From an optimization exercise on the open Yosys and OpenROAD flow, aimed at small area, a short achievable clock period and few clock cycles; shortcuts taken in it are not production practice.
Function was checked by simulation only, so behaviour that the tests miss may differ from the original.
Power figures rest on the tool's default switching activity, not on a simulated workload.

### design/flow/flow/run.sh
#!/bin/bash
# Layout flow: the standard flow (standard.sh) with repair_timing asked to
# work the paths to and from the ports down to a 29.2 ns period (setup
# margin 105.8 ns at the 135 ns clock), no gate cloning, faster port
# buffers, and a clock tree of smaller buffers without dummy loads.
# Tool output goes to standard.log here.
bash standard.sh SETUP_SLACK_MARGIN=105.8 SKIP_GATE_CLONING=1 \
  "BUFFER_PORTS_ARGS=-buffer_cell sky130_fd_sc_hd__buf_2" \
  "CTS_ARGS=-sink_clustering_enable -repair_clock_nets -dont_use_dummy_load -buf_list {sky130_fd_sc_hd__clkbuf_4 sky130_fd_sc_hd__clkbuf_8}" \
  finish > standard.log 2>&1
### design/flow/constraint.sdc
create_clock -name core_clock -period 135.0 [get_ports {clk_i}]
set_input_delay 27.0000 -clock core_clock [delete_from_list [all_inputs] [get_ports {clk_i}]]
set_output_delay 27.0000 -clock core_clock [all_outputs]
set_load 0.01 [all_outputs]
### design/flow/config.mk
export PLATFORM = sky130hd
export DESIGN_NAME = AtomBones
export DESIGN_NICKNAME = AtomBones
export VERILOG_FILES = /design/flow/design.v
export SDC_FILE = /design/flow/constraint.sdc
export NUM_CORES = 8
export LEC_CHECK = 0
export CAP_MARGIN = 30
export CORE_MARGIN = 2
export CORE_UTILIZATION = 45
export SLEW_MARGIN = 20
export SYNTH_HIERARCHICAL = 1
export SYNTH_MINIMUM_KEEP_SIZE = 0
### design/flow/standard.sh
#!/bin/bash
# synth_recipe.tcl (not shown) runs the flow's synth.tcl, then flattens the netlist and writes it again
# the make line also repeats each setting of config.mk as NAME=value (left out here)
make -C /OpenROAD-flow-scripts/flow DESIGN_CONFIG=/design/flow/config.mk WORK_HOME=/design/flow/orfs CLKGATE_MAP_FILE= SYNTH_SCRIPT=/design/flow/synth_recipe.tcl "${@:-finish}"
### design/flow/design.v
`timescale 1ns/1ps
`default_nettype none
module RfAoi222 (input wire a1, a2, b1, b2, c1, c2, output wire y);
    assign y = ~((a1 & a2) | (b1 & b2) | (c1 & c2));
endmodule
module RfAoi22 (input wire a1, a2, b1, b2, output wire y);
    assign y = ~((a1 & a2) | (b1 & b2));
endmodule
module RfNand4 (input wire a, b, c, d, output wire y);
    assign y = ~(a & b & c & d);
endmodule
module RfNand3 (input wire a, b, c, output wire y);
    assign y = ~(a & b & c);
endmodule
module RfOr3 (input wire a, b, c, output wire y);
    assign y = a | b | c;
endmodule
module RfRdBit (input wire [30:0] s, input wire [30:0] d, output wire y);
    wire [10:0] t;
    genvar k;
    generate
        for (k = 0; k < 9; k = k + 1) begin : a3
            RfAoi222 u (.a1(s[3*k]), .a2(d[3*k]), .b1(s[3*k+1]), .b2(d[3*k+1]),
                        .c1(s[3*k+2]), .c2(d[3*k+2]), .y(t[k]));
        end
    endgenerate
    RfAoi22 u9  (.a1(s[27]), .a2(d[27]), .b1(s[28]), .b2(d[28]), .y(t[9]));
    RfAoi22 u10 (.a1(s[29]), .a2(d[29]), .b1(s[30]), .b2(d[30]), .y(t[10]));
    wire n0, n1, n2;
    RfNand4 v0 (.a(t[0]), .b(t[1]), .c(t[2]),  .d(t[3]), .y(n0));
    RfNand4 v1 (.a(t[4]), .b(t[5]), .c(t[6]),  .d(t[7]), .y(n1));
    RfNand3 v2 (.a(t[8]), .b(t[9]), .c(t[10]), .y(n2));
    RfOr3   w  (.a(n0), .b(n1), .c(n2), .y(y));
endmodule
module RegisterFile
(
    input   wire            Clk_i,
    input   wire            Rst_i,
    input   wire    [4:0]   Ra_Sel_i,
    output  wire    [31:0]  Ra_o,
    input   wire    [4:0]   Rb_Sel_i,
    output  wire    [31:0]  Rb_o,
    input   wire            Data_We_i,
    input   wire    [4:0]   Rd_Sel_i,
    input   wire    [31:0]  Data_i
);
    reg [31:1] valid;
    wire [31:0] regs [1:31];
    genvar g, b;
    generate
        for (g = 1; g < 32; g = g + 1) begin : r
            reg [31:0] q;
            always @(posedge Clk_i)
                if (Data_We_i && Rd_Sel_i == g)
                    q <= Data_i;
            assign regs[g] = q;
        end
    endgenerate
    always @(posedge Clk_i) begin
        if (Rst_i)
            valid <= 31'd0;
        else if (Data_We_i && Rd_Sel_i != 5'd0)
            valid[Rd_Sel_i] <= 1'b1;
    end
    wire [30:0] sa, sb;
    generate
        for (g = 1; g < 32; g = g + 1) begin : sel
            assign sa[g-1] = (Ra_Sel_i == g) & valid[g];
            assign sb[g-1] = (Rb_Sel_i == g) & valid[g];
        end
        for (b = 0; b < 32; b = b + 1) begin : rd
            wire [30:0] col;
            for (g = 1; g < 32; g = g + 1) begin : c
                assign col[g-1] = regs[g][b];
            end
            RfRdBit pa (.s(sa), .d(col), .y(Ra_o[b]));
            RfRdBit pb (.s(sb), .d(col), .y(Rb_o[b]));
        end
    endgenerate
endmodule
`default_nettype none
module MdBoothCell (input wire one, two, ng, a, am1, output wire y);
    assign y = ((one & a) | (two & am1)) ^ ng;
endmodule
module MulDiv
(
    input   wire            clk_i,
    input   wire            rst_i,
    input   wire    [31:0]  a_i,         
    input   wire    [31:0]  b_i,         
    input   wire    [2:0]   f3_i,        
    input   wire            go_i,        
    output  wire            done_o,      
    output  wire    [31:0]  res_o,
    input   wire    [31:0]  p_i,
    input   wire    [31:0]  q_i,
    output  wire    [31:0]  q_o,         
    output  wire    [31:0]  sh_x_o,      
    output  wire    [4:0]   sh_s_o,
    input   wire    [31:0]  sh_y_i
);
    function [32:0] rc_add;
        input [32:0] a, b;
        input        c;
        integer k;
        reg cy;
        begin
            cy = c;
            for (k = 0; k < 33; k = k + 1) begin
                rc_add[k] = a[k] ^ b[k] ^ cy;
                cy = (a[k] & b[k]) | (cy & (a[k] ^ b[k]));
            end
        end
    endfunction
    reg         act;         
    wire [31:0] P = p_i;     
    wire [31:0] Q = q_i;     
    reg [31:0]  Bs;          
    reg [5:0]   cnt;         
    wire first  = ~act;
    wire is_div = f3_i[2];
    wire is_mul   = (f3_i[1:0] == 2'b00);
    wire a_signed = (f3_i[1:0] == 2'b01) | (f3_i[1:0] == 2'b10);
    wire corr     = ~is_mul & ~(f3_i[1:0] == 2'b01) & b_i[31];    
    wire [35:0] bx = {3'b000, b_i, 1'b0};
    wire [8:0]  g0 = bx[8:0];
    wire [8:0]  g1 = bx[16:8];
    wire [8:0]  g2 = bx[24:16];
    wire [8:0]  g3 = bx[32:24];
    wire nz1 = ~((g1 == 9'h000) | (g1 == 9'h1ff));
    wire nz2 = ~((g2 == 9'h000) | (g2 == 9'h1ff));
    wire nz3 = ~((g3 == 9'h000) | (g3 == 9'h1ff));
    wire [2:0] k0 = nz3 ? 3'd3 : nz2 ? 3'd2 : nz1 ? 3'd1 : 3'd0;
    wire [2:0] didx = first ? (is_mul ? k0 : 3'd0) : cnt[2:0];
    reg  [8:0] g;
    always @(*) begin
        case (didx)
            3'd0:    g = g0;
            3'd1:    g = g1;
            3'd2:    g = g2;
            3'd3:    g = g3;
            default: g = 9'b000000010;       
        endcase
    end
    wire [32:0] A33 = {a_signed & a_i[31], a_i};
    wire [39:0] pp [0:3];
    wire [3:0]  pneg;
    genvar gj;
    generate
        for (gj = 0; gj < 4; gj = gj + 1) begin : booth
            wire b2 = g[2*gj+2];
            wire b1 = g[2*gj+1];
            wire b0 = g[2*gj];
            wire bone = b1 ^ b0;
            wire btwo = (b2 & ~b1 & ~b0) | (~b2 & b1 & b0);
            wire bng = b2 & ~(b1 & b0);
            wire [33:0] mx;
            wire [34:0] ae = {A33[32], A33, 1'b0};
            genvar gb;
            for (gb = 0; gb < 34; gb = gb + 1) begin : sel
                MdBoothCell u (.one(bone), .two(btwo), .ng(bng), .a(ae[gb+1]), .am1(ae[gb]), .y(mx[gb]));
            end
            wire [39:0] e  = {{6{mx[33]}}, mx};
            assign pp[gj]   = e << (2 * gj);
            assign pneg[gj] = bng;
        end
    endgenerate
    wire [39:0] X = first  ? 40'd0 :
                    is_mul ? {8'd0, P[23:0], 8'd0} :
                             {{8{P[31]}}, P};
    wire [39:0] nb = {33'd0, pneg[3], 1'b0, pneg[2], 1'b0, pneg[1], 1'b0, pneg[0]};
    wire [39:0] s1, c1, s2, c2, s3, c3, s4, c4;
    assign s1 = X ^ pp[0] ^ pp[1];
    assign c1 = {((X & pp[0]) | (pp[1] & (X ^ pp[0]))), 1'b0} ;
    assign s2 = pp[2] ^ pp[3] ^ nb;
    assign c2 = {((pp[2] & pp[3]) | (nb & (pp[2] ^ pp[3]))), 1'b0};
    assign s3 = s1 ^ c1 ^ s2;
    assign c3 = {((s1 & c1) | (s2 & (s1 ^ c1))), 1'b0};
    assign s4 = s3 ^ c3 ^ c2;
    assign c4 = {((s3 & c3) | (c2 & (s3 ^ c3))), 1'b0};
    wire [39:0] S;
    wire        clo;
    wire [19:0] shi0, shi1;
    wire [32:0] slo  = rc_add({13'd0, s4[19:0]},  {13'd0, c4[19:0]},  1'b0);
    wire [32:0] sh0x = rc_add({13'd0, s4[39:20]}, {13'd0, c4[39:20]}, 1'b0);
    wire [32:0] sh1x = rc_add({13'd0, s4[39:20]}, {13'd0, c4[39:20]}, 1'b1);
    assign S[19:0] = slo[19:0];
    assign clo  = slo[20];
    assign shi0 = sh0x[19:0];
    assign shi1 = sh1x[19:0];
    assign S[39:20] = clo ? shi1 : shi0;
    wire        noshift  = is_mul | (didx == 3'd4);
    wire        mul_done = is_mul ? (didx == 3'd0) : ((didx == 3'd3) & ~corr) | (didx == 3'd4);
    wire [31:0] mul_res  = noshift ? S[31:0] : S[39:8];
    wire [2:0]  mul_cnt  = is_mul ? didx - 3'd1 : didx + 3'd1;
    wire sgn = ~f3_i[0];
    wire rem = f3_i[1];
    wire sa  = sgn & a_i[31];
    wire sb  = sgn & b_i[31];
    wire neg = rem ? sa : (sa ^ sb);
    wire fix = ~first & (cnt == 6'd0);       
    wire [32:0] t1 = {1'b0, P} - {1'b0, Bs};
    wire        q1 = ~t1[32];
    wire [31:0] R1 = q1 ? t1[31:0] : P;
    wire [32:0] t2x = rc_add({1'b0, R1}, {1'b0, ~{1'b0, Bs[31:1]}}, 1'b1);
    wire [31:0] t2  = t2x[31:0];
    wire        q2  = t2x[32];
    wire [31:0] R2 = q2 ? t2 : R1;
    wire        two = |cnt[5:1];
    wire [31:0] Rn = two ? R2 : R1;
    wire [31:0] Qn = two ? {Q[29:0], q1, q2} : {Q[30:0], q1};
    wire [31:0] raw = rem ? Rn : Qn;
    wire [31:0] nin  = first ? a_i : (rem ? P : Q);
    wire [31:0] nout, bneg;
    wire [32:0] na, nb2;
    assign na[0]  = 1'b1;
    assign nb2[0] = 1'b1;
    genvar gn;
    generate
        for (gn = 0; gn < 32; gn = gn + 1) begin : negs
            assign nout[gn]  = ~nin[gn] ^ na[gn];
            assign na[gn+1]  = ~nin[gn] & na[gn];
            assign bneg[gn]  = ~b_i[gn] ^ nb2[gn];
            assign nb2[gn+1] = ~b_i[gn] & nb2[gn];
        end
    endgenerate
    wire [31:0] amag = sa ? nout : a_i;
    wire [31:0] bmag = sb ? bneg : b_i;
    function [5:0] bitlen;
        input [31:0] x;
        integer k;
        begin
            bitlen = 6'd0;
            for (k = 0; k < 32; k = k + 1)
                if (x[k]) bitlen = k[5:0] + 6'd1;
        end
    endfunction
    wire [5:0] la = bitlen(amag);
    wire [5:0] lb = bitlen(bmag);
    wire       bz = ~|b_i;
    wire       a_lt_b = (la < lb);
    wire [5:0] s6 = la - lb;
    assign sh_x_o = bmag;
    assign sh_s_o = s6[4:0];
    wire [5:0] cnt_dec = cnt - (two ? 6'd2 : 6'd1);
    wire div_done = first ? (bz | a_lt_b) : (fix | (~two | (cnt == 6'd2)) & ~neg);
    wire [31:0] div_res = first ? ((rem | ~bz) ? (rem ? a_i : 32'd0) : 32'hffffffff)
                                : (fix ? nout : raw);
    assign done_o = is_div ? div_done : mul_done;
    assign res_o  = is_div ? (div_done ? div_res : (first ? amag : Rn)) : mul_res;
    assign q_o    = first ? 32'd0 : Qn;
    always @(posedge clk_i) begin
        if (rst_i)
            act <= 1'b0;
        else if (go_i)
            act <= ~done_o;
    end
    always @(posedge clk_i) begin
        if (go_i) begin
            if (is_div) begin
                if (first) begin
                    Bs  <= sh_y_i;
                    cnt <= s6 + 6'd1;
                end else begin
                    Bs  <= {2'b00, Bs[31:2]};
                    cnt <= cnt_dec;
                end
            end else begin
                cnt <= {3'd0, mul_cnt};
            end
        end
    end
endmodule
`default_nettype none
module CSR_Unit
(
    input   wire            clk_i,
    input   wire            rst_i,
    input   wire [11:0]     addr_i,
    output  wire [31:0]     data_o
);
    reg [63:0]  csr_cycle;
    wire [64:0] cy;
    assign cy[0] = 1'b1;
    genvar i;
    generate
        for (i = 0; i < 64; i = i + 1) begin : inc
            assign cy[i+1] = cy[i] & csr_cycle[i];
        end
    endgenerate
    always @(posedge clk_i) begin
        if (rst_i)
            csr_cycle <= 64'd0;
        else
            csr_cycle <= csr_cycle ^ cy[63:0];
    end
    assign data_o = (addr_i == 12'hc00) ? csr_cycle[31:0] :
                    (addr_i == 12'hc80) ? csr_cycle[63:32] : 32'd0;
endmodule
`default_nettype none
module FetchPred
(
    input   wire [31:0]  fi_i,
    input   wire [31:2]  pc_i,
    input   wire [31:13] pc_hi_dec_i,
    output  wire         bwd_o,
    output  wire [31:2]  target_o
);
    assign bwd_o = (fi_i[6:2] == 5'b11000) & fi_i[31];
    wire [10:0] off = {fi_i[31], fi_i[7], fi_i[30:25], fi_i[11:9]};
    wire [11:0] lo  = {1'b0, pc_i[12:2]} + {1'b0, off};
    assign target_o = {lo[11] ? pc_i[31:13] : pc_hi_dec_i, lo[10:0]};
endmodule
module PcMux (input wire a, b, s, output wire y);
    assign y = s ? a : b;
endmodule
module AtomRV
(
    input   wire            clk_i,
    input   wire            rst_i,
    output  wire    [31:0]  imem_addr_o,
    input   wire    [31:0]  imem_data_i,
    output  wire            imem_valid_o,
    input   wire            imem_ack_i,
    output  wire    [31:0]  dmem_addr_o,
    input   wire    [31:0]  dmem_data_i,
    output  wire    [31:0]  dmem_data_o,
    output  wire     [3:0]  dmem_sel_o,
    output  wire            dmem_we_o,
    output  wire            dmem_valid_o,
    input   wire            dmem_ack_i
);
    function [32:0] rc_add;
        input [32:0] a, b;
        input        c;
        integer k;
        reg cy;
        begin
            cy = c;
            for (k = 0; k < 33; k = k + 1) begin
                rc_add[k] = a[k] ^ b[k] ^ cy;
                cy = (a[k] & b[k]) | (cy & (a[k] ^ b[k]));
            end
        end
    endfunction
    function [31:0] reverse32;
        input [31:0] x;
        integer k;
        begin
            for (k = 0; k < 32; k = k + 1)
                reverse32[31-k] = x[k];
        end
    endfunction
    reg  [31:2] pc_f;
    reg         fetch_en;
    reg         v_e;
    reg  [31:0] ir;
    reg  [31:2] pc_e;
    reg         p_e;         
    reg         m_v;         
    reg         m_we;        
    reg         m_wen;       
    reg         m_load;
    reg  [31:0] m_addr;
    reg  [31:0] m_data;      
    reg  [3:0]  m_sel;
    reg  [4:0]  m_rd;
    reg  [3:0]  m_lb0;
    reg         m_l1w, m_l1h, m_lhi;
    reg  [3:0]  m_ssel;
    wire [4:0]  rd, rs1, rs2;
    wire [2:0]  f3;
    wire        is_lui, is_auipc, is_jal, is_jalr, is_br, is_ld, is_st, is_op, is_md, is_sys;
    wire        rd_we, use1, use2, sub, sra;
    wire [31:0] imm, bimm;
    wire [4:0] opc   = ir[6:2];
    assign rd  = ir[11:7];
    assign rs1 = ir[19:15];
    assign rs2 = ir[24:20];
    assign f3  = ir[14:12];
    assign is_lui   = (opc == 5'b01101);
    assign is_auipc = (opc == 5'b00101);
    assign is_jal   = (opc == 5'b11011);
    assign is_jalr  = (opc == 5'b11001);
    assign is_br    = (opc == 5'b11000);
    assign is_ld    = (opc == 5'b00000);
    assign is_st    = (opc == 5'b01000);
    wire   is_opimm = (opc == 5'b00100);
    wire   is_opall = (opc == 5'b01100);
    assign is_op    = is_opall & ~ir[25];
    assign is_md    = is_opall &  ir[25];
    assign is_sys   = (opc == 5'b11100);
    assign rd_we = (rd != 5'd0) &
                   (is_lui | is_auipc | is_jal | is_jalr | is_ld | is_opimm | is_opall | is_sys);
    assign use1  = ~(is_lui | is_auipc | is_jal);
    assign use2  = is_opall | is_st | is_br;
    assign sub   = is_br | ((is_opall | is_opimm) & (f3 == 3'b010 | f3 == 3'b011)) |
                   (is_opall & ir[30] & (f3 == 3'b000));
    assign sra   = ir[30];
    wire [31:0] imm_i = {{20{ir[31]}}, ir[31:20]};
    wire [31:0] imm_s = {{20{ir[31]}}, ir[31:25], ir[11:7]};
    wire [31:0] imm_u = {ir[31:12], 12'd0};
    wire [31:0] imm_j = {{12{ir[31]}}, ir[19:12], ir[20], ir[30:21], 1'b0};
    assign imm  = is_st ? imm_s : (is_lui | is_auipc) ? imm_u : is_jal ? imm_j : imm_i;
    assign bimm = {{20{ir[31]}}, ir[7], ir[30:25], ir[11:8], 1'b0};
    wire [31:0] rf1, rf2;
    wire [31:0] ld_val;
    wire        rf_we = m_wen;
    wire [31:0] rf_wd = m_load ? ld_val : m_data;
    RegisterFile rf
    (
        .Clk_i      (clk_i),
        .Rst_i      (rst_i),
        .Ra_Sel_i   (rs1),
        .Ra_o       (rf1),
        .Rb_Sel_i   (rs2),
        .Rb_o       (rf2),
        .Data_We_i  (rf_we),
        .Rd_Sel_i   (m_rd),
        .Data_i     (rf_wd)
    );
    wire m_fwd = m_wen & ~m_load;
    wire [31:0] rs1v = (m_fwd && m_rd == rs1) ? m_data : rf1;
    wire [31:0] rs2v = (m_fwd && m_rd == rs2) ? m_data : rf2;
    wire load_use = m_wen & m_load & ((use1 && m_rd == rs1) || (use2 && m_rd == rs2));
    wire csr_wait = is_sys & m_v;
    wire md_done;
    wire md_go    = v_e & is_md & ~m_v & ~load_use;
    wire ex_want  = v_e & ~load_use & ~csr_wait & ~(is_md & (m_v | ~md_done));
    wire mem_free = ~m_v | dmem_ack_i;
    wire ex_go    = ex_want & mem_free;
    wire ex_free  = ~v_e | ex_go;
    wire [31:0] pc_e32 = {pc_e, 2'b00};
    wire [31:0] op_a = is_lui ? 32'd0 : ((is_auipc | is_jal) ? pc_e32 : rs1v);
    wire [31:0] op_b = (is_op | is_md | is_br) ? rs2v : imm;
    wire [31:0] alu_res, sum, shift_out;
    wire        eq, lt, ltu;
    wire [31:0] md_sh_x;
    wire [4:0]  md_sh_s;
    wire [31:0] md_res;
    wire [31:0] md_q;
    wire [32:0] sum33 = rc_add({1'b0, op_a}, {1'b0, op_b ^ {32{sub}}}, sub);
    assign sum = sum33[31:0];
    wire carry = sum33[32];
    wire [31:0] x_ab = op_a ^ op_b;
    assign eq  = ~|x_ab;
    assign ltu = ~carry;
    assign lt  = (op_a[31] ^ op_b[31]) ? op_a[31] : sum[31];
    wire [2:0]  alu_f3 = (is_op | ~is_md & (ir[4] & ~ir[2])) ? f3 : 3'b000;
    wire        sh_left = is_md | (alu_f3 == 3'b001);
    wire [31:0] sh_src  = is_md ? md_sh_x : op_a;
    wire [4:0]  sh_amt  = is_md ? md_sh_s : op_b[4:0];
    wire [31:0] sh_in   = sh_left ? reverse32(sh_src) : sh_src;
    wire        sh_fill = sra & ~sh_left & sh_src[31];
    /*verilator lint_off UNUSEDSIGNAL*/
    wire [32:0] sh_out  = $signed({sh_fill, sh_in}) >>> sh_amt;
    /*verilator lint_on UNUSEDSIGNAL*/
    assign shift_out = sh_left ? reverse32(sh_out[31:0]) : sh_out[31:0];
    reg [31:0] alu_r;
    always @(*) begin
        case (alu_f3)
            3'b000:  alu_r = sum;
            3'b001:  alu_r = shift_out;
            3'b010:  alu_r = {31'd0, lt};
            3'b011:  alu_r = {31'd0, ltu};
            3'b100:  alu_r = x_ab;
            3'b101:  alu_r = shift_out;
            3'b110:  alu_r = op_a | op_b;
            default: alu_r = op_a & op_b;
        endcase
    end
    assign alu_res = alu_r;
    MulDiv muldiv
    (
        .clk_i      (clk_i),
        .rst_i      (rst_i),
        .a_i        (rs1v),
        .b_i        (rs2v),
        .f3_i       (f3),
        .go_i       (md_go),
        .done_o     (md_done),
        .res_o      (md_res),
        .p_i        (m_data),
        .q_i        (m_addr),
        .q_o        (md_q),
        .sh_x_o     (md_sh_x),
        .sh_s_o     (md_sh_s),
        .sh_y_i     (shift_out)
    );
    wire [32:0] tsum33 = rc_add({3'd0, pc_e}, {3'd0, p_e ? 30'd1 : bimm[31:2]}, 1'b0);
    wire [31:2] tsum   = tsum33[29:0];
    wire br_cond = (f3[2] ? (f3[1] ? ltu : lt) : eq) ^ f3[0];
    wire taken   = is_jal | is_jalr | (is_br & (br_cond ^ p_e));
    wire [31:2] target = is_br ? tsum : sum[31:2];
    wire [31:0] csr_val;
    CSR_Unit csr_unit
    (
        .clk_i      (clk_i),
        .rst_i      (rst_i),
        .addr_i     (ir[31:20]),
        .data_o     (csr_val)
    );
    reg [31:0] ex_res;
    always @(*) begin
        if (is_st)
            ex_res = f3[1] ? rs2v : (f3[0] ? {2{rs2v[15:0]}} : {4{rs2v[7:0]}});
        else if (is_jal | is_jalr)
            ex_res = {pc_f, 2'b00};      
        else if (is_sys)
            ex_res = csr_val;
        else if (is_md)
            ex_res = md_res;
        else
            ex_res = alu_res;
    end
    reg [3:0] ld_lb0, ld_ssel;
    always @(*) begin
        case (f3[1:0])
            2'b00:   ld_lb0 = 4'b0001 << sum[1:0];
            2'b01:   ld_lb0 = sum[1] ? 4'b0100 : 4'b0001;
            default: ld_lb0 = 4'b0001;
        endcase
        case ({f3[2], f3[1:0]})
            3'b000:  ld_ssel = 4'b0001 << sum[1:0];
            3'b001:  ld_ssel = sum[1] ? 4'b1000 : 4'b0010;
            default: ld_ssel = 4'b0000;
        endcase
    end
    reg [3:0] st_sel;
    always @(*) begin
        case (f3[1:0])
            2'b00:   st_sel = 4'b0001 << sum[1:0];
            2'b01:   st_sel = sum[1] ? 4'b1100 : 4'b0011;
            default: st_sel = 4'b1111;
        endcase
    end
    wire redirect = ex_go & taken;
    wire [31:2] pc_inc;
    wire [30:0] pcc;
    assign pcc[0] = 1'b1;
    genvar gi;
    generate
        for (gi = 0; gi < 30; gi = gi + 1) begin : pcinc
            assign pc_inc[gi+2] = pc_f[gi+2] ^ pcc[gi];
            assign pcc[gi+1]    = pc_f[gi+2] & pcc[gi];
        end
    endgenerate
    wire fetched  = fetch_en & imem_ack_i;
    wire [31:13] pc_hi_dec;
    wire [19:0] phb;
    assign phb[0] = 1'b1;
    genvar gh;
    generate
        for (gh = 0; gh < 19; gh = gh + 1) begin : hidec
            assign pc_hi_dec[gh+13] = pc_f[gh+13] ^ phb[gh];
            assign phb[gh+1]        = ~pc_f[gh+13] & phb[gh];
        end
    endgenerate
    wire        f_bwd;
    wire [31:2] f_target;
    FetchPred fpred
    (
        .fi_i       (imem_data_i),
        .pc_i       (pc_f),
        .pc_hi_dec_i(pc_hi_dec),
        .bwd_o      (f_bwd),
        .target_o   (f_target)
    );
    assign imem_addr_o  = {pc_f, 2'b00};
    assign imem_valid_o = fetch_en;
    always @(posedge clk_i) begin
        if (rst_i) begin
            fetch_en <= 1'b0;
            v_e      <= 1'b0;
        end else begin
            fetch_en <= 1'b1;
            if (redirect)
                v_e  <= 1'b0;
            else if (ex_free)
                v_e  <= fetched;
        end
    end
    wire [31:2] pc_base = rst_i ? 30'd0 :
                          redirect ? target :
                          (ex_free & fetched) ? pc_inc : pc_f;
    wire        take_pred = ~rst_i & ~redirect & ex_free & fetched & f_bwd;
    wire [31:2] pc_next;
    genvar gp;
    generate
        for (gp = 2; gp < 32; gp = gp + 1) begin : pcmux
            PcMux u (.a(f_target[gp]), .b(pc_base[gp]), .s(take_pred), .y(pc_next[gp]));
        end
    endgenerate
    always @(posedge clk_i)
        pc_f <= pc_next;
    always @(posedge clk_i) begin
        if (ex_free) begin
            ir   <= imem_data_i;
            pc_e <= pc_f;
            p_e  <= f_bwd;
        end
    end
    always @(posedge clk_i) begin
        if (rst_i) begin
            m_v   <= 1'b0;
            m_wen <= 1'b0;
        end else if (mem_free) begin
            m_v   <= ex_want & (is_ld | is_st);
            m_wen <= ex_want & rd_we;
        end
    end
    always @(posedge clk_i) begin
        if (mem_free) begin
            m_we   <= is_st;
            m_load <= is_ld;
            m_addr <= is_md ? md_q : sum;
            m_data <= ex_res;
            m_sel  <= st_sel;
            m_rd   <= rd;
            m_lb0  <= ld_lb0;
            m_l1w  <= f3[1] | (f3[0] & ~sum[1]);
            m_l1h  <= ~f3[1] & f3[0] & sum[1];
            m_lhi  <= f3[1];
            m_ssel <= ld_ssel;
        end
    end
    assign dmem_valid_o = m_v;
    assign dmem_we_o    = m_we;
    assign dmem_addr_o  = {m_addr[31:2], 2'b00};
    assign dmem_sel_o   = m_sel;
    assign dmem_data_o  = m_data;
    wire [31:0] d = dmem_data_i;
    wire        ld_sign = |(m_ssel & {d[31], d[23], d[15], d[7]});
    wire [7:0]  ld_b0 = ({8{m_lb0[0]}} & d[7:0])   | ({8{m_lb0[1]}} & d[15:8]) |
                        ({8{m_lb0[2]}} & d[23:16]) | ({8{m_lb0[3]}} & d[31:24]);
    wire [7:0]  ld_b1 = m_l1w ? d[15:8] : (m_l1h ? d[31:24] : {8{ld_sign}});
    wire [15:0] ld_hi = m_lhi ? d[31:16] : {16{ld_sign}};
    assign ld_val = {ld_hi, ld_b1, ld_b0};
endmodule
`default_nettype none
 module AtomBones
(
    input   wire    clk_i,
    input   wire    rst_i,
    output  wire    [31:0]  imem_addr_o,     
    input   wire    [31:0]  imem_data_i,     
    output  wire            imem_valid_o,    
    input   wire            imem_ack_i,      
    output  wire    [31:0]  dmem_addr_o,     
    input   wire    [31:0]  dmem_data_i,     
    output  wire    [31:0]  dmem_data_o,     
    output  wire    [3:0]   dmem_sel_o,      
    output  wire            dmem_we_o,       
    output  wire            dmem_valid_o,    
    input   wire            dmem_ack_i       
);
    AtomRV atom_core
    (
        .clk_i          (clk_i),   
        .rst_i          (rst_i),   
        .imem_addr_o    (imem_addr_o),   
        .imem_data_i    (imem_data_i),   
        .imem_valid_o   (imem_valid_o),   
        .imem_ack_i     (imem_ack_i),   
        .dmem_addr_o    (dmem_addr_o),   
        .dmem_data_i    (dmem_data_i),   
        .dmem_data_o    (dmem_data_o),   
        .dmem_sel_o     (dmem_sel_o),   
        .dmem_we_o      (dmem_we_o),   
        .dmem_valid_o   (dmem_valid_o),   
        .dmem_ack_i     (dmem_ack_i)
    );
endmodule
==> results of run 1 <==
flip-flops by register name, summed over array words and instances, names as in the netlist, 3 cells and up:
name and flops:
atom_core.rf.r.q 992, atom_core.muldiv.Bs 32, atom_core.ir 30, atom_core.pc_e 30
atom_core.m_data 32, atom_core.muldiv.cnt 6, atom_core.m_rd 5, atom_core.m_ssel 4
atom_core.pc_f 30, atom_core.m_lb0 4, atom_core.m_addr 32, atom_core.csr_unit.csr_cycle 64
atom_core.m_sel 3, atom_core.rf.valid 31
power by group:
part           switching (W)  leakage, nW  internal [W]
logic               0.000243         20.9     0.0000891
clock network       0.000148         1.51      0.000136
registers          0.0000174         12.0      0.000480
layer usage:
layer | vias to the layer above | share of wire [%]
met4 | 26 | 9.9
met1 | 37000 | 35
met3 | 1337 | 12
li1 | 30710 | -
met5 | - | 0.044
met2 | 5533 | 43
worst paths after layout:
check / endpoint / slack, ns / from / depth (start not counted)
max: dmem_data_o[10] / 105.91 / atom_core.m_data[10] / 1
min: atom_core.csr_unit.csr_cycle[0] / 0.45 / atom_core.csr_unit.csr_cycle[0] / 1
max reg2reg: atom_core.m_data[31] / 106.83 / atom_core.ir[23] / 82
min reg2reg: atom_core.csr_unit.csr_cycle[0] / 0.45 / atom_core.csr_unit.csr_cycle[0] / 1
synthesized netlist by cell type, drive strengths merged (10+ instances only):
library cell and instances:
inv 515, mux2 109, o21a 23, a221oi 34
nand4 159, o221ai 31, a21o 39, nand2b 44
a31oi 69, a32oi 10, a311oi 13, o22ai 64
a221o 23, clkbuf 221, mux2i 251, o21bai 18
xnor2 192, and3 91, nand2 450, nor3 92
nor4 67, a211oi 105, a21oi 385, edfxtp 1176
nand3 171, or2 19, xor2 47, a22oi 337
o21ai 346, nor2 470, ha 355, dfxtp 130
a222oi 589, o221a 14, fa 232, buf 158
nor3b 11, o211ai 68, nor2b 93, o31ai 27
a211o 10, or3 83, a2111oi 12, and2 40
cell usage in the layout (no fill, tap or decap), types with 74 or more instances in the layout:
| master | count |
|---|---|
| nor3_1 | 84 |
| buf_2 | 167 |
| dfxtp_1 | 129 |
| a21oi_1 | 375 |
| edfxtp_1 | 1176 |
| buf_4 | 341 |
| nand3_1 | 167 |
| mux2_2 | 74 |
| or3_1 | 82 |
| nor2b_1 | 90 |
| ha_1 | 350 |
| inv_1 | 512 |
| clkbuf_8 | 210 |
| nand4_1 | 159 |
| a22oi_2 | 264 |
| nor2_1 | 432 |
| a211oi_1 | 98 |
| o21ai_0 | 287 |
| mux2i_1 | 248 |
| a222oi_1 | 589 |
| nand2_1 | 448 |
| xnor2_1 | 191 |
| fa_1 | 232 |
metrics by stage:
step / area, sq um / utilization [%] / std cells / setup slack [ns]
2_1_floorplan: 84920 / - / 7560 / 104.61
3_3_place_gp: 90330 / 48.15 / 10180 / 105.49
3_5_place_dp: 90360 / 48.17 / 10180 / 105.46
4_1_cts: 93250 / 49.71 / 10390 / 105.95
5_1_grt: 93370 / 49.77 / 10400 / 105.82
6_report: 93410 / 49.79 / 10420 / 105.91
cells by family after synthesis:
group	share of synthesized area, %
compound gates	22.19
simple gates	10.96
flops	44.69
buf+inv	4.340
fa+ha+maj	10.72
mux	4.589
xor+xnor	2.503
other cells	0.008852
layout make-up:
| type | count | area share [%] |
|---|---|---|
| sequential | 1306 | 40.60 |
| inverter | 516 | 2.076 |
| antenna | 19 | 0.05090 |
| tap | 2495 | 3.342 |
| multi-input combinational | 5359 | 47.10 |
| clock buffer | 210 | 3.094 |
| timing repair buffer | 515 | 3.736 |
modules after synthesis, one instance, submodules excluded, excerpt:
module	cell area (sq um)	cells
CSR_Unit	3326	281
RegisterFile	32160	1316
RfNand4	6.256	1
AtomRV	20060	2507
RfOr3	6.256	1
FetchPred	749.5	86
PcMux	15.01	1
MdBoothCell	21.27	2
RfAoi22	12.51	1
RfNand3	5.005	1
RfAoi222	10.01	1
MulDiv	16320	2102
==> impl_metrics.json, run 1 <==
{
  "number_of_buffer_and_inverter_stages_on_the_critical_path": 1,
  "multi_input_comb_area_sq_um": 44000,
  "ys.warnings.count": 10,
  "hold_class": "reg2reg",
  "clk_transition_reported_paths_ns": 0.05,
  "ys_types": 126,
  "post_cts_resize_count": 0,
  "routed-via-count": 74600,
  "timing_worst_setup_path_type": "reg2out",
  "die_h_microns": 438.2,
  "result_of_the_run": "complete, no violations",
  "critPathMaxFanout": 3,
  "synth_largest_type_area_fraction_pct": 41.62,
  "crit_path_start_kind": "flip-flop",
  "slew_viol_final": 0,
  "final_nets": 8563,
  "crit_required_ns": 108.00,
  "drt-vias-per-instance": 7.159,
  "worstSkewPairLatency_ns": 1.02,
  "async_flop_share_pct": 0,
  "fill_cell_instance_count_of_the_final_layout": 17000,
  "track_usage_pct": 41.28,
  "power.total_w": 0.001113,
  "power_density_nw_per_um2": 11.91,
  "ys_seq_elements": 1306,
  "synth.area.top_cells": "edfxtp_1 (42%), a222oi_1 (6.9%), fa_1 (5.5%)",
  "finalClockSkew_ns": 0.1500,
  "global_route.usage.met1_pct": 49.52,
  "synth_enable_flop_cells": 1176,
  "drv_cap": 0,
  "actual_transition_at_the_worst_max_transition_pin_ns": 1.305,
  "grt_antenna_before_repair": 36,
  "post_cts_setup_buffers": 0,
  "post_synth_instance_area_sq_um": 84840,
  "die_area_sq_um": 192000,
  "critical_path.endpoint_type": "primary output",
  "routed_wl_microns": 407600,
  "cts-hold-fix-buffers": 0,
  "timing_hold_violations_final": 0,
  "syn_to_final_growth_pct": 10.09,
  "synthesis.area_per_instance_sq_um": 11.23,
  "synth_sequential_area_ratio_pct": 44.69,
  "ir_worst_vdd_mv": 0.01115,
  "final-setup-viol-count": 0,
  "gr-usage-met3_pct": 12.04,
  "critical_path.slowest_cell": "edfxtp_1",
  "dp_hpwl_microns": 286700,
  "htree_num_levels": 4,
  "portbufs": 164,
  "first_pass_grt_wire_length_microns": 555600,
  "cts_max_path_buffers": 3,
  "clock_net_sink_count": 1306,
  "grt_util_met2_pct": 61.62,
  "worstPathArrival_ns": 2.09,
  "layout-drive-gt1-share_pct": 17.06,
  "leakagePower_nw": 34.36,
  "finalSetupTns_ns": 0,
  "core_sq_um": 187600,
  "initial_drt_pass_iterations": 14,
  "initial_core_util_pct": 45.22,
  "final_min_period_over_clock_period_pct": 21.55,
  "fmax_ghz": 0.03438,
  "cts-root-buf": "clkbuf_8",
  "cts_buffers": 210,
  "first_global_vias": 70910,
  "final.min_clock_period_ns": 29.09,
  "netlist_instances": 7554,
  "final-seq-area_sq_um": 37920,
  "avgRoutedWirePerCell_microns": 39.12,
  "tritoncts": "done",
  "hold-worst-slack_ns": 0.4537,
  "yosys_most_used_dff": "edfxtp_1",
  "cp_top_family": "flip-flops",
  "finalWeightedCongestion": 1.118,
  "die-width_microns": 438.2,
  "pin_count_of_the_biggest_net_entering_global_routing": 67,
  "drc": 0,
  "gr-max-usage-layer": "met2",
  "detail-route-antenna-nets": 0,
  "synthDominantAreaCellType": "edfxtp_1",
  "grt.overflow.total": 0,
  "dr.first_iter.drc_count": 13350,
  "timing.slew.headroom_pct": 12.06,
  "ios": 171,
  "worst_path_largest_cell_delay_ns": 0.90,
  "unrepaired_setup_endpoints_after_global_routing": "false",
  "crit_path_cell_trace": "buf_2",
  "core.rowCount": 159
}
Testbench counts, summed over its fixed seeds: cycles 515,098.
==> run 2, diff against run 1 <==
==> design/flow/flow/run.sh (replaced) <==
#!/bin/bash
# Layout flow: the standard flow (standard.sh) with repair_timing asked to
# work the paths to and from the ports down to a 29.5 ns period (setup
# margin 105.5 ns at the 135 ns clock), no gate cloning, faster port
# buffers, and a clock tree of smaller buffers without dummy loads.
# Tool output goes to standard.log here.
bash standard.sh SETUP_SLACK_MARGIN=105.5 SKIP_GATE_CLONING=1 \
  "BUFFER_PORTS_ARGS=-buffer_cell sky130_fd_sc_hd__buf_2" \
  "CTS_ARGS=-sink_clustering_enable -repair_clock_nets -dont_use_dummy_load -buf_list {sky130_fd_sc_hd__clkbuf_4 sky130_fd_sc_hd__clkbuf_8}" \
  finish > standard.log 2>&1
==> impl_metrics.json, run 2 <==
{
  "result_of_the_run": "complete, no violations",
  "critical_path.slowest_cell": "edfxtp_1",
  "routed_wl_microns": 407600,
  "track_usage_pct": 41.28,
  "power.share.switching_pct": 36.70,
  "utilization_pct": 49.79,
  "dp_hpwl_microns": 286700,
  "cts-root-buf": "clkbuf_8",
  "post_synth_instance_area_sq_um": 84840,
  "number_of_placed_cells_counting_well_taps": 10180,
  "synth_largest_type_area_fraction_pct": 41.62,
  "multi_input_comb_area_sq_um": 44000,
  "post_cts_resize_count": 0,
  "synth.area.top_cells": "edfxtp_1 (42%), a222oi_1 (6.9%), fa_1 (5.5%)",
  "reg.largest.list": "atom_core.rf.r.q: 992 flops, atom_core.csr_unit.csr_cycle: 64 flops",
  "syn_to_final_growth_pct": 10.09,
  "synth_sequential_area_ratio_pct": 44.69,
  "cp_top_family": "flip-flops",
  "largest_register_ff_count": 992,
  "drc": 0,
  "regToRegEndpoint": "atom_core.m_data[31]",
  "ir_worst_vdd_mv": 0.01115,
  "clkPwrFrac_pct": 25.5,
  "final.min_clock_period_ns": 29.09,
  "grt_antenna_before_repair": 36,
  "finalClockSkew_ns": 0.1500,
  "synth_enable_flop_cells": 1176,
  "cts_max_path_buffers": 3,
  "netlist_instances": 7554,
  "ys.warnings.count": 10,
  "finalWeightedCongestion": 1.118,
  "crit_path_cell_trace": "buf_2",
  "fill_cell_instance_count_of_the_final_layout": 17000,
  "hold_class": "reg2reg",
  "clk_transition_reported_paths_ns": 0.05,
  "cts_buffers": 210,
  "finalSetupTns_ns": 0,
  "dr.first_iter.drc_count": 13350,
  "htree_num_levels": 4,
  "cts-hold-fix-buffers": 0,
  "final-seq-area_sq_um": 37920,
  "ys_seq_elements": 1306,
  "regToRegStartpoint": "atom_core.ir[23]",
  "number_of_buffer_and_inverter_stages_on_the_critical_path": 1,
  "core.rowCount": 159,
  "p_comb_share_pct": 29.9,
  "synthDominantAreaCellType": "edfxtp_1",
  "timing_worst_setup_path_type": "reg2out",
  "crit_required_ns": 108.00,
  "yosys_most_used_dff": "edfxtp_1",
  "worstSkewPairLatency_ns": 1.02,
  "timing_hold_violations_final": 0,
  "actual_transition_at_the_worst_max_transition_pin_ns": 1.305,
  "registers.top_by_ff_count": "atom_core.rf.r.q",
  "drt-vias-per-instance": 7.159,
  "clock_net_sink_count": 1306,
  "holdCritStartpoint": "atom_core.csr_unit.csr_cycle[0]",
  "core_sq_um": 187600,
  "worst_path_largest_cell_delay_ns": 0.90,
  "p_int_w": 0.0007043,
  "die_h_microns": 438.2,
  "tritoncts": "done",
  "initial_drt_pass_iterations": 14,
  "final-setup-viol-count": 0,
  "ys_types": 126,
  "crit_path_start_kind": "flip-flop",
  "async_flop_share_pct": 0,
  "layout-drive-gt1-share_pct": 17.06,
  "fmax_ghz": 0.03438,
  "whs_endpoint": "atom_core.csr_unit.csr_cycle[0]",
  "final_cell_mix": "edfxtp_1 (1176), a222oi_1 (589), inv_1 (512), nand2_1 (448), nor2_1 (432)",
  "holdPathStages": 1,
  "worstPathArrival_ns": 2.09,
  "unrepaired_setup_endpoints_after_global_routing": "false",
  "synthesis.area_per_instance_sq_um": 11.23,
  "ios": 171,
  "portbufs": 164,
  "timing.slew.headroom_pct": 12.06,
  "power_density_nw_per_um2": 11.91,
  "first_pass_grt_wire_length_microns": 555600,
  "power_switching_w": 0.0004083,
  "sequentialPowerShare_pct": 44.7,
  "leakagePower_nw": 34.36,
  "avgRoutedWirePerCell_microns": 39.12,
  "critical_path.endpoint_type": "primary output",
  "final_min_period_over_clock_period_pct": 21.55,
  "layout.cells.most_common": "edfxtp_1",
  "routed-via-count": 74600,
  "yosys.cell_count.top_type": "edfxtp_1",
  "final_nets": 8563,
  "slew_viol_final": 0,
  "first_global_vias": 70910,
  "final-instance-count-excl-fill": 10420,
  "worst_r2r_path_depth": 82,
  "critPathMaxFanout": 3,
  "grt.overflow.total": 0,
  "die-width_microns": 438.2,
  "post_synth_most_frequent_cells": "edfxtp_1 (1176), a222oi_1 (589), inv_1 (513)",
  "drv_cap": 0,
  "initial_core_util_pct": 45.22,
  "detail-route-antenna-nets": 0,
  "die_area_sq_um": 192000,
  "pin_count_of_the_biggest_net_entering_global_routing": 67,
  "r2r_setup_slack_ns": 106.83,
  "post_cts_setup_buffers": 0
}
[run 2: how the worst max path moves through the flow]
stage | cells after the start | endpoint | slack (ns) | from
6_report | 1 | dmem_data_o[10] | 105.91 | atom_core.m_data[10]
5_1_grt | 82 | atom_core.m_data[31] | 105.82 | atom_core.ir[23]
4_1_cts | 1 | dmem_data_o[10] | 105.95 | atom_core.m_data[10]
3_5_place_dp | 9 | atom_core.pc_f[17] | 105.46 | imem_data_i[10]
3_3_place_gp | 9 | atom_core.pc_f[27] | 105.49 | imem_data_i[10]
2_1_floorplan | 6 | atom_core.pc_f[10] | 104.61 | dmem_ack_i
[run 2: final cells by class]
type | instances | share of cell area (%)
Timing Repair Buffer | 515 | 3.736
Sequential cell | 1306 | 40.60
Inverter | 516 | 2.076
Clock buffer | 210 | 3.094
Multi-Input combinational cell | 5359 | 47.10
Tap cell | 2495 | 3.342
Antenna cell | 19 | 0.05090
[run 2: logic make-up after synthesis]
| group | after synthesis | synth area share [%] |
|---|---|---|
| AO/OA/AOI/OAI | 2323 | 22.19 |
| AND/OR/NAND/NOR | 1839 | 10.96 |
| flip-flops | 1306 | 44.69 |
| buffers and inverters | 895 | 4.340 |
| adder cells (fa/ha/maj) | 588 | 10.72 |
| multiplexers | 361 | 4.589 |
| XOR/XNOR | 240 | 2.503 |
| other | 2 | 0.008852 |
[run 2: per-module statistics from Yosys, one instance, submodules excluded, excerpt]
module | cell area [sq um] | copies in the design | flip-flops and latches
FetchPred | 749.5 | 1 | 0
RegisterFile | 32160 | 1 | 1023
MdBoothCell | 21.27 | 136 | 0
RfAoi222 | 10.01 | 576 | 0
RfNand4 | 6.256 | 128 | 0
AtomRV | 20060 | 1 | 180
RfAoi22 | 12.51 | 128 | 0
RfNand3 | 5.005 | 64 | 0
CSR_Unit | 3326 | 1 | 64
MulDiv | 16320 | 1 | 39
PcMux | 15.01 | 30 | 0
RfOr3 | 6.256 | 64 | 0
[run 2: power by group through the flow]
stage	Clock, W	Combinational [W]	Sequential [W]
2_1_floorplan	0	0.000160	0.000500
3_3_place_gp	0	0.000309	0.000504
3_5_place_dp	0	0.000313	0.000504
4_1_cts	0.000286	0.000314	0.000496
5_1_grt	0.000300	0.000339	0.000496
6_report	0.000283	0.000332	0.000497
[run 2: stage by stage]
stage | power, W | cell area (sq um) | setup WS (ns) | hold slack, ns
after floorplan | 0.0006602 | 84920 | 104.61 | 0.4167
after global placement | 0.0008128 | 90330 | 105.49 | 0.4329
after detailed placement | 0.0008165 | 90360 | 105.46 | 0.4408
after CTS | 0.001095 | 93250 | 105.95 | 0.4531
after global routing | 0.001136 | 93370 | 105.82 | 0.4689
final | 0.001113 | 93410 | 105.91 | 0.4537
[run 2: metal layers]
metal / share of wire (%) / global-route usage, % / wire [microns]
met5: 0.044 / 0 / 180
met4: 9.9 / 33.65 / 40200
met3: 12 / 12.04 / 49800
met2: 43 / 61.62 / 176100
met1: 35 / 49.52 / 141400
==> run 3, diff against run 2 <==
==> design/flow/flow/run.sh (replaced) <==
#!/bin/bash
# Layout flow: the standard flow (standard.sh) with repair_timing asked to
# work the paths to and from the ports down to a 28.9 ns period (setup
# margin 106.1 ns at the 135 ns clock), no gate cloning, faster port
# buffers, and a clock tree of smaller buffers without dummy loads.
# Tool output goes to standard.log here.
bash standard.sh SETUP_SLACK_MARGIN=106.1 SKIP_GATE_CLONING=1 \
  "BUFFER_PORTS_ARGS=-buffer_cell sky130_fd_sc_hd__buf_2" \
  "CTS_ARGS=-sink_clustering_enable -repair_clock_nets -dont_use_dummy_load -buf_list {sky130_fd_sc_hd__clkbuf_4 sky130_fd_sc_hd__clkbuf_8}" \
  finish > standard.log 2>&1
==> impl_metrics.json, run 3 <==
{
  "async_flop_share_pct": 0,
  "final_cell_mix": "edfxtp_1 (1176), a222oi_1 (589), inv_1 (512), nand2_1 (448), nor2_1 (432)",
  "core.rowCount": 159,
  "cp_top_family": "flip-flops",
  "synth_enable_flop_cells": 1176,
  "cts-root-buf": "clkbuf_8",
  "layout.cells.most_common": "edfxtp_1",
  "drt-vias-per-instance": 7.243,
  "actual_transition_at_the_worst_max_transition_pin_ns": 1.271,
  "avgRoutedWirePerCell_microns": 39.47,
  "muxShareOfSynthArea_pct": 4.589,
  "ys.warnings.count": 10,
  "final_min_period_over_clock_period_pct": 21.43,
  "finalClockSkew_ns": 0.1160,
  "synth_area_in_xor_xnor_pct": 2.503,
  "synth_largest_type_area_fraction_pct": 41.62,
  "largest_register_ff_count": 992,
  "unrepaired_setup_endpoints_after_global_routing": "false",
  "r2r_setup_slack_ns": 107.57,
  "post_synth_instance_area_sq_um": 84840,
  "hold-worst-slack_ns": 0.4630,
  "result_of_the_run": "complete, no violations",
  "hold_class": "reg2reg",
  "synth.area.top_cells": "edfxtp_1 (42%), a222oi_1 (6.9%), fa_1 (5.5%)",
  "routed-via-count": 75620,
  "p_comb_share_pct": 30.0,
  "clock_net_sink_count": 1306,
  "leakagePower_nw": 34.39,
  "timing_worst_setup_path_type": "reg2out",
  "final-setup-viol-count": 0,
  "crit_path_cell_trace": "buf_2",
  "detail-route-antenna-nets": 0,
  "timing.slew.headroom_pct": 15.23,
  "power_switching_w": 0.0004103,
  "routed_wl_microns": 412100,
  "die_area_sq_um": 192000,
  "synth_fa_ha_area_share_pct": 10.72,
  "drv_cap": 0,
  "clkPwrFrac_pct": 25.6,
  "grt_antenna_before_repair": 38,
  "worstSkewPairLatency_ns": 1.01,
  "power.share.switching_pct": 36.73,
  "clk_transition_reported_paths_ns": 0.06,
  "final-seq-area_sq_um": 37920,
  "track_usage_pct": 41.68,
  "synth_sequential_area_ratio_pct": 44.69,
  "ir_worst_vdd_mv": 0.01512,
  "cts_max_path_buffers": 3,
  "p_int_w": 0.0007067,
  "die_h_microns": 438.2,
  "worstPathArrival_ns": 1.92,
  "synthDominantAreaCellType": "edfxtp_1",
  "post_synth_most_frequent_cells": "edfxtp_1 (1176), a222oi_1 (589), inv_1 (513)",
  "grt.overflow.total": 0,
  "dp_hpwl_microns": 286300,
  "finalSetupTns_ns": 0,
  "utilization_pct": 49.84,
  "number_of_buffer_and_inverter_stages_on_the_critical_path": 1,
  "synth_compound_area_share_pct": 22.19,
  "layout-drive-gt1-share_pct": 17.14,
  "fill_cell_instance_count_of_the_final_layout": 17140,
  "synthesis.area_per_instance_sq_um": 11.23,
  "netlist_instances": 7554,
  "syn_to_final_growth_pct": 10.20,
  "initial_drt_pass_iterations": 14,
  "slew_viol_final": 0,
  "pin_count_of_the_biggest_net_entering_global_routing": 68,
  "cts_buffers": 213,
  "cts-hold-fix-buffers": 0,
  "first_pass_grt_wire_length_microns": 559300,
  "final_nets": 8568,
  "critical_path.slowest_cell": "edfxtp_1",
  "registers.top_by_ff_count": "atom_core.rf.r.q",
  "first_global_vias": 70950,
  "synth_top_family_by_area": "compound AO/OA/AOI/OAI gates",
  "fmax_ghz": 0.03457,
  "die-width_microns": 438.2,
  "yosys.cell_count.top_type": "edfxtp_1",
  "reg.largest.list": "atom_core.rf.r.q: 992 flops, atom_core.csr_unit.csr_cycle: 64 flops",
  "dr.first_iter.drc_count": 13750,
  "worst_path_largest_cell_delay_ns": 0.71,
  "core_sq_um": 187600,
  "sequentialPowerShare_pct": 44.3,
  "tritoncts": "done",
  "yosys_most_used_dff": "edfxtp_1",
  "portbufs": 164,
  "multi_input_comb_area_sq_um": 44000,
  "ys_types": 126,
  "final.min_clock_period_ns": 28.92,
  "drc": 0,
  "finalWeightedCongestion": 1.106,
  "ys_seq_elements": 1306,
  "synthSimpleGateAreaFrac_pct": 10.96,
  "crit_path_start_kind": "flip-flop",
  "power_density_nw_per_um2": 11.95,
  "crit_required_ns": 108.00,
  "ios": 171,
  "critPathMaxFanout": 3,
  "initial_core_util_pct": 45.22,
  "critical_path.endpoint_type": "primary output",
  "timing_hold_violations_final": 0,
  "htree_num_levels": 4
}
run 3: cell types whose count changed in the layout (fill, tap and decap cells not counted), moves of 3 or more:
cell,previous run,this run
buf_6,0,3
clkbuf_8,210,214
buf_4,341,336
buf_2,167,172
diode_2,19,34
run 3: worst paths after layout:
check / from / end / depth (start not counted)
worst max register to register: atom_core.ir[20] / atom_core.m_data[31] / 82
worst max-delay path: atom_core.m_data[0] / dmem_data_o[0] / 1
worst min register to register: atom_core.csr_unit.csr_cycle[0] / atom_core.csr_unit.csr_cycle[0] / 1
worst min-delay path: atom_core.csr_unit.csr_cycle[0] / atom_core.csr_unit.csr_cycle[0] / 1
run 3: layout make-up:
type                    count  area share (%)
diodes                     34         0.09100
multi-input cells        5359           47.06
flip-flops and latches   1306           40.56
repair buffers            517           3.739
well taps                2495           3.339
inverters                 516           2.074
clock buffers             213           3.135
run 3: what timing repair did:
| item | 4_1_cts | 5_1_grt |
|---|---|---|
| buffers inserted | 3 | 1 |
| endpoints found under the setup margin | 6 | 3 |
| resized for setup | 5 | 4 |
run 3: Yosys stat by module, one instance, submodules excluded, a selection:
module        flops+latches  times used  cells
MdBoothCell               0         136      2
RegisterFile           1023           1   1316
RfAoi22                   0         128      1
RfNand4                   0         128      1
PcMux                     0          30      1
AtomRV                  180           1   2507
FetchPred                 0           1     86
run 3: per-layer routing:
metal  global-route usage, %  part of all wire (%)  vias up
met5                 0.02481                 0.029        -
met4                   35.13                    10       20
met3                   12.87                    13     1471
met2                   61.25                    43     5997
met1                   49.92                    34    37400
li1                        -                     -    30740
run 3: per-stage QoR:
stage	power [W]	cell area, sq um	worst slack, ns	instances
after floorplan	0.0006600	84920	104.61	7560
after detailed placement	0.0008167	90340	105.42	10180
final	0.001117	93500	106.08	10440
after CTS	0.001099	93320	106.09	10400
after global placement	0.0008123	90300	105.48	10170
after global routing	0.001139	93420	106.14	10410
run 3: worst register-to-register path, delay by kind of cell (launching register included):
family | cells | cell delay (ns)
fa+ha+maj | 41 | 16.88
compound gates | 12 | 3.32
simple gates | 13 | 2.98
xor+xnor | 4 | 0.75
buf+inv | 11 | 1.74
flops | 1 | 0.76
mux | 1 | 0.73
run 3: logic make-up (layout without fill, tap and decap cells):
logic type               count (synthesis)  count (layout)
multiplexers                           361             361
XOR/XNOR                               240             240
flip-flops                            1306            1306
adder cells (fa/ha/maj)                588             588
other                                    2              42
AO/OA/AOI/OAI                         2323            2323
buffers and inverters                  895            1246
AND/OR/NAND/NOR                       1839            1839
run 3: power groups by stage:
| stage | combinational [W] | clock (W) | sequential (W) |
|---|---|---|---|
| 2_1_floorplan | 0.000160 | 0 | 0.000500 |
| 3_3_place_gp | 0.000309 | 0 | 0.000503 |
| 3_5_place_dp | 0.000314 | 0 | 0.000503 |
| 4_1_cts | 0.000317 | 0.000288 | 0.000494 |
| 5_1_grt | 0.000341 | 0.000303 | 0.000495 |
| 6_report | 0.000336 | 0.000286 | 0.000495 |
==> run 4, diff against run 3 <==
--- a/design/flow/design.v
+++ b/design/flow/design.v
@@ -95,6 +95,8 @@
     input   wire    [31:0]  p_i,
     input   wire    [31:0]  q_i,
     output  wire    [31:0]  q_o,         
+    input   wire    [31:2]  bs_hi_i,
+    output  wire    [31:2]  bs_hi_o,     
     output  wire    [31:0]  sh_x_o,      
     output  wire    [4:0]   sh_s_o,
     input   wire    [31:0]  sh_y_i
@@ -115,7 +117,8 @@
     reg         act;         
     wire [31:0] P = p_i;     
     wire [31:0] Q = q_i;     
-    reg [31:0]  Bs;          
+    reg [1:0]   bs_lo;
+    wire [31:0] Bs = {bs_hi_i, bs_lo};
     reg [5:0]   cnt;         
     wire first  = ~act;
     wire is_div = f3_i[2];
@@ -249,6 +252,7 @@
     assign done_o = is_div ? div_done : mul_done;
     assign res_o  = is_div ? (div_done ? div_res : (first ? amag : Rn)) : mul_res;
     assign q_o    = first ? 32'd0 : Qn;
+    assign bs_hi_o = first ? sh_y_i[31:2] : {2'b00, Bs[31:4]};
     always @(posedge clk_i) begin
         if (rst_i)
             act <= 1'b0;
@@ -259,11 +263,11 @@
         if (go_i) begin
             if (is_div) begin
                 if (first) begin
-                    Bs  <= sh_y_i;
-                    cnt <= s6 + 6'd1;
+                    bs_lo <= sh_y_i[1:0];
+                    cnt   <= s6 + 6'd1;
                 end else begin
-                    Bs  <= {2'b00, Bs[31:2]};
-                    cnt <= cnt_dec;
+                    bs_lo <= Bs[3:2];
+                    cnt   <= cnt_dec;
                 end
             end else begin
                 cnt <= {3'd0, mul_cnt};
@@ -439,6 +443,7 @@
     wire [4:0]  md_sh_s;
     wire [31:0] md_res;
     wire [31:0] md_q;
+    wire [31:2] md_bs_hi;
     wire [32:0] sum33 = rc_add({1'b0, op_a}, {1'b0, op_b ^ {32{sub}}}, sub);
     assign sum = sum33[31:0];
     wire carry = sum33[32];
@@ -483,6 +488,8 @@
         .p_i        (m_data),
         .q_i        (m_addr),
         .q_o        (md_q),
+        .bs_hi_i    (pc_e),
+        .bs_hi_o    (md_bs_hi),
         .sh_x_o     (md_sh_x),
         .sh_s_o     (md_sh_s),
         .sh_y_i     (shift_out)
@@ -598,6 +605,8 @@
             ir   <= imem_data_i;
             pc_e <= pc_f;
             p_e  <= f_bwd;
+        end else if (md_go & f3[2]) begin
+            pc_e <= md_bs_hi;        
         end
     end
     always @(posedge clk_i) begin
==> impl_metrics.json, run 4 <==
{
  "ys_types": 135,
  "first_global_vias": 71060,
  "ys_seq_elements": 1276,
  "yosys_most_used_dff": "edfxtp_1",
  "cts_max_path_buffers": 3,
  "synthDominantAreaCellType": "edfxtp_1",
  "hold_class": "reg2reg",
  "avgRoutedWirePerCell_microns": 42.42,
  "routed_wl_microns": 439600,
  "worstSkewPairLatency_ns": 1.02,
  "die_area_sq_um": 190900,
  "critical_path.endpoint_type": "primary output",
  "reg.largest.list": "atom_core.rf.r.q: 992 flops, atom_core.csr_unit.csr_cycle: 64 flops",
  "track_usage_pct": 44.75,
  "netlist_instances": 7472,
  "finalWeightedCongestion": 1.060,
  "multi_input_comb_area_sq_um": 44210,
  "syn_to_final_growth_pct": 10.39,
  "utilization_pct": 50.10,
  "drc": 0,
  "first_pass_grt_wire_length_microns": 591200,
  "timing.critical_path.from": "atom_core.m_data[10]",
  "timing_worst_setup_path_type": "reg2out",
  "detail-route-antenna-nets": 0,
  "crit_required_ns": 108.00,
  "yosys.cell_count.top_type": "edfxtp_1",
  "registers.top_by_ff_count": "atom_core.rf.r.q",
  "post_synth_instance_area_sq_um": 84340,
  "core_sq_um": 185800,
  "final-setup-viol-count": 0,
  "regToRegStartpoint": "atom_core.ir[20]",
  "clock_net_sink_count": 1276,
  "routed-via-count": 75110,
  "crit_path_start_kind": "flip-flop",
  "crit_path_cell_trace": "buf_6, buf_2",
  "actual_transition_at_the_worst_max_transition_pin_ns": 1.235,
  "pin_count_of_the_biggest_net_entering_global_routing": 119,
  "die_h_microns": 436.9,
  "cts_buffers": 213,
  "grt_antenna_before_repair": 47,
  "fill_cell_instance_count_of_the_final_layout": 16920,
  "synth_enable_flop_cells": 1146,
  "fin_ws_ns": 106.14,
  "synthesis.area_per_instance_sq_um": 11.29,
  "holdCritStartpoint": "atom_core.csr_unit.csr_cycle[0]",
  "final-seq-area_sq_um": 37020,
  "finalClockSkew_ns": 0.1485,
  "portbufs": 164,
  "dp_slack_ns": 104.92,
  "initial_core_util_pct": 45.39,
  "dr.first_iter.drc_count": 13200,
  "synth.area.top_cells": "edfxtp_1 (41%), a222oi_1 (7.0%), fa_1 (5.5%)",
  "timing.slew.headroom_pct": 16.78,
  "finalSetupTns_ns": 0,
  "slew_viol_final": 0,
  "leakagePower_nw": 34.28,
  "worstPathArrival_ns": 1.86,
  "ys.warnings.count": 10,
  "critical_path.slowest_cell": "edfxtp_1",
  "result_of_the_run": "complete, no violations",
  "grt.overflow.total": 0,
  "critPathMaxFanout": 12,
  "largest_register_ff_count": 992,
  "power_density_nw_per_um2": 12.40,
  "power.total_w": 0.001155,
  "unrepaired_setup_endpoints_after_global_routing": "false",
  "final_cell_mix": "edfxtp_1 (1146), a222oi_1 (587), inv_1 (524), nand2_1 (425), nor2_1 (418)",
  "final-instance-count-excl-fill": 10360,
  "timing_hold_violations_final": 0,
  "drt-vias-per-instance": 7.247,
  "cts-root-buf": "clkbuf_8",
  "layout-drive-gt1-share_pct": 18.32,
  "async_flop_share_pct": 0,
  "fmax_ghz": 0.03465,
  "htree_num_levels": 4,
  "layout.cells.most_common": "edfxtp_1",
  "ir_worst_vdd_mv": 0.01241,
  "final.min_clock_period_ns": 28.86,
  "ios": 171,
  "dp_hpwl_microns": 310700,
  "final_nets": 8503,
  "number_of_placed_cells_counting_well_taps": 10090,
  "clk_transition_reported_paths_ns": 0.06,
  "worst_path_largest_cell_delay_ns": 0.33,
  "core.rowCount": 158,
  "post_synth_most_frequent_cells": "edfxtp_1 (1146), a222oi_1 (587), inv_1 (525)",
  "initial_drt_pass_iterations": 12,
  "drv_cap": 0,
  "final_min_period_over_clock_period_pct": 21.38,
  "synth_largest_type_area_fraction_pct": 40.80,
  "synth_sequential_area_ratio_pct": 43.89,
  "cts-hold-fix-buffers": 0,
  "die-width_microns": 436.9,
  "tritoncts": "done"
}
-- run 4: changes by cell type in the layout (fill, tap and decap cells not counted), moves of 17 or more --
| cell | previous run | this run |
|---|---|---|
| edfxtp_1 | 1176 | 1146 |
| o21ai_0 | 289 | 263 |
| a221oi_1 | 31 | 50 |
| mux2_2 | 74 | 117 |
| a21oi_1 | 376 | 311 |
| nand3_1 | 168 | 151 |
| nor3_1 | 85 | 57 |
| nand2_1 | 448 | 425 |
| o22ai_1 | 62 | 80 |
| a31oi_1 | 55 | 37 |
-- run 4: path summary, 6_finish.rpt --
path                                                   endpoint  slack (ns)  cells after the start
worst min-delay path            atom_core.csr_unit.csr_cycle[0]        0.45                      1
worst max-delay path                            dmem_data_o[10]      106.14                      2
worst min register to register  atom_core.csr_unit.csr_cycle[0]        0.45                      1
worst max register to register             atom_core.m_data[31]      107.29                     81
-- run 4: what timing repair did --
item | CTS | global route
setup endpoints to repair | 43 | 30
gates resized for setup | 8 | 0
endpoints found under the hold margin | 0 | 0
setup buffers | 12 | 1
-- run 4: cell type report --
cell class / instances / share of cell area (%)
repair buffers: 529 / 4.030
multi-input cells: 5298 / 47.49
clock buffers: 213 / 3.149
well taps: 2480 / 3.333
flip-flops and latches: 1276 / 39.76
diodes: 38 / 0.1021
inverters: 530 / 2.138
-- run 4: metal layers --
| metal | wire length [microns] | global-route usage [%] |
|---|---|---|
| met2 | 191600 | 68.09 |
| met1 | 153800 | 53.38 |
| met5 | 119 | 0 |
| met3 | 47650 | 10.49 |
| met4 | 46430 | 38.50 |
-- run 4: per-module statistics from Yosys, one instance, submodules excluded, a selection --
module / cells / copies in the design
RfAoi222: 1 / 576
RfOr3: 1 / 64
AtomRV: 2544 / 1
FetchPred: 86 / 1
CSR_Unit: 281 / 1
MulDiv: 1983 / 1
RfNand4: 1 / 128
RfAoi22: 1 / 128
RegisterFile: 1316 / 1
MdBoothCell: 2 / 136
RfNand3: 1 / 64
PcMux: 1 / 30
-- run 4: cell families (layout without fill, tap and decap cells) --
| family | after synthesis | in the layout | share of synthesized area, % |
|---|---|---|---|
| AO/OA/AOI/OAI | 2273 | 2273 | 22.30 |
| multiplexers | 403 | 403 | 5.185 |
| AND/OR/NAND/NOR | 1786 | 1786 | 10.81 |
| XOR/XNOR | 241 | 241 | 2.528 |
| flip-flops | 1276 | 1276 | 43.89 |
| other | 2 | 46 | 0.008904 |
| adder cells (fa/ha/maj) | 587 | 587 | 10.77 |
| buffers and inverters | 904 | 1272 | 4.507 |
-- run 4: where the power goes --
part / internal [W] / switching (W) / total [W] / leakage [nW]
registers: 0.000469 / 0.0000175 / 0.000487 / 11.7
clock network: 0.000137 / 0.000150 / 0.000287 / 1.53
logic: 0.000112 / 0.000269 / 0.000381 / 21.0
total: 0.000719 / 0.000436 / 0.00115 / 34.3
-- run 4: critical path: cells and delay by family, from the launching register on --
| family | cells | cell delay [ns] |
|---|---|---|
| buf+inv | 2 | 0.53 |
| flops | 1 | 0.33 |
-- run 4: metrics by stage --
stage                     cell area, sq um  hold slack, ns
after floorplan                      84430          0.4167
after global placement               89690          0.4289
after detailed placement             89770          0.4373
after CTS                            92890          0.4487
after global routing                 93040          0.4650
final                                93100          0.4457
Testbench counts of run 4, summed over its fixed seeds: cycles 515,098.

separate check: timing with driven ports:
The results above use ideal ports. As a check the final layouts listed here were re-extracted and re-timed, cells and wires unchanged.
Step 1 assumes that a clkbuf_16 drives the clock port and a buf_2 every other input.
Step 2 adds t to the input delays and takes it off the output delays; t is the mean of the earliest and latest rising clock arrival at the registers after step 1. Input paths then give back, and output paths get back, about the clock's delay inside the block.
Three values: ideal, step 1, step 2; two values: the first two.
run | shift t [ns] | setup WS [ns] | worst hold slack (ns) | slew at the worst register clock pin (ns) | pins driven straight from the clock port
run 1 | 1.032 | 105.912 / 105.818 / 105.362 | 0.454 / 0.454 / 0.454 | 0.07 / 0.07 | 1
run 2 | 1.032 | 105.912 / 105.818 / 105.362 | 0.454 / 0.454 / 0.454 | 0.07 / 0.07 | 1
run 3 | 1.038 | 106.075 / 105.988 / 105.328 | 0.463 / 0.463 / 0.463 | 0.07 / 0.07 | 1
run 4 | 1.036 | 106.138 / 106.045 / 105.287 | 0.446 / 0.446 / 0.446 | 0.07 / 0.07 | 1
After both steps setup and hold are still met in every run listed. For run 4, which loses most, drivers alone change the setup slack by -0.093 ns; drivers and shift together by -0.851 ns.
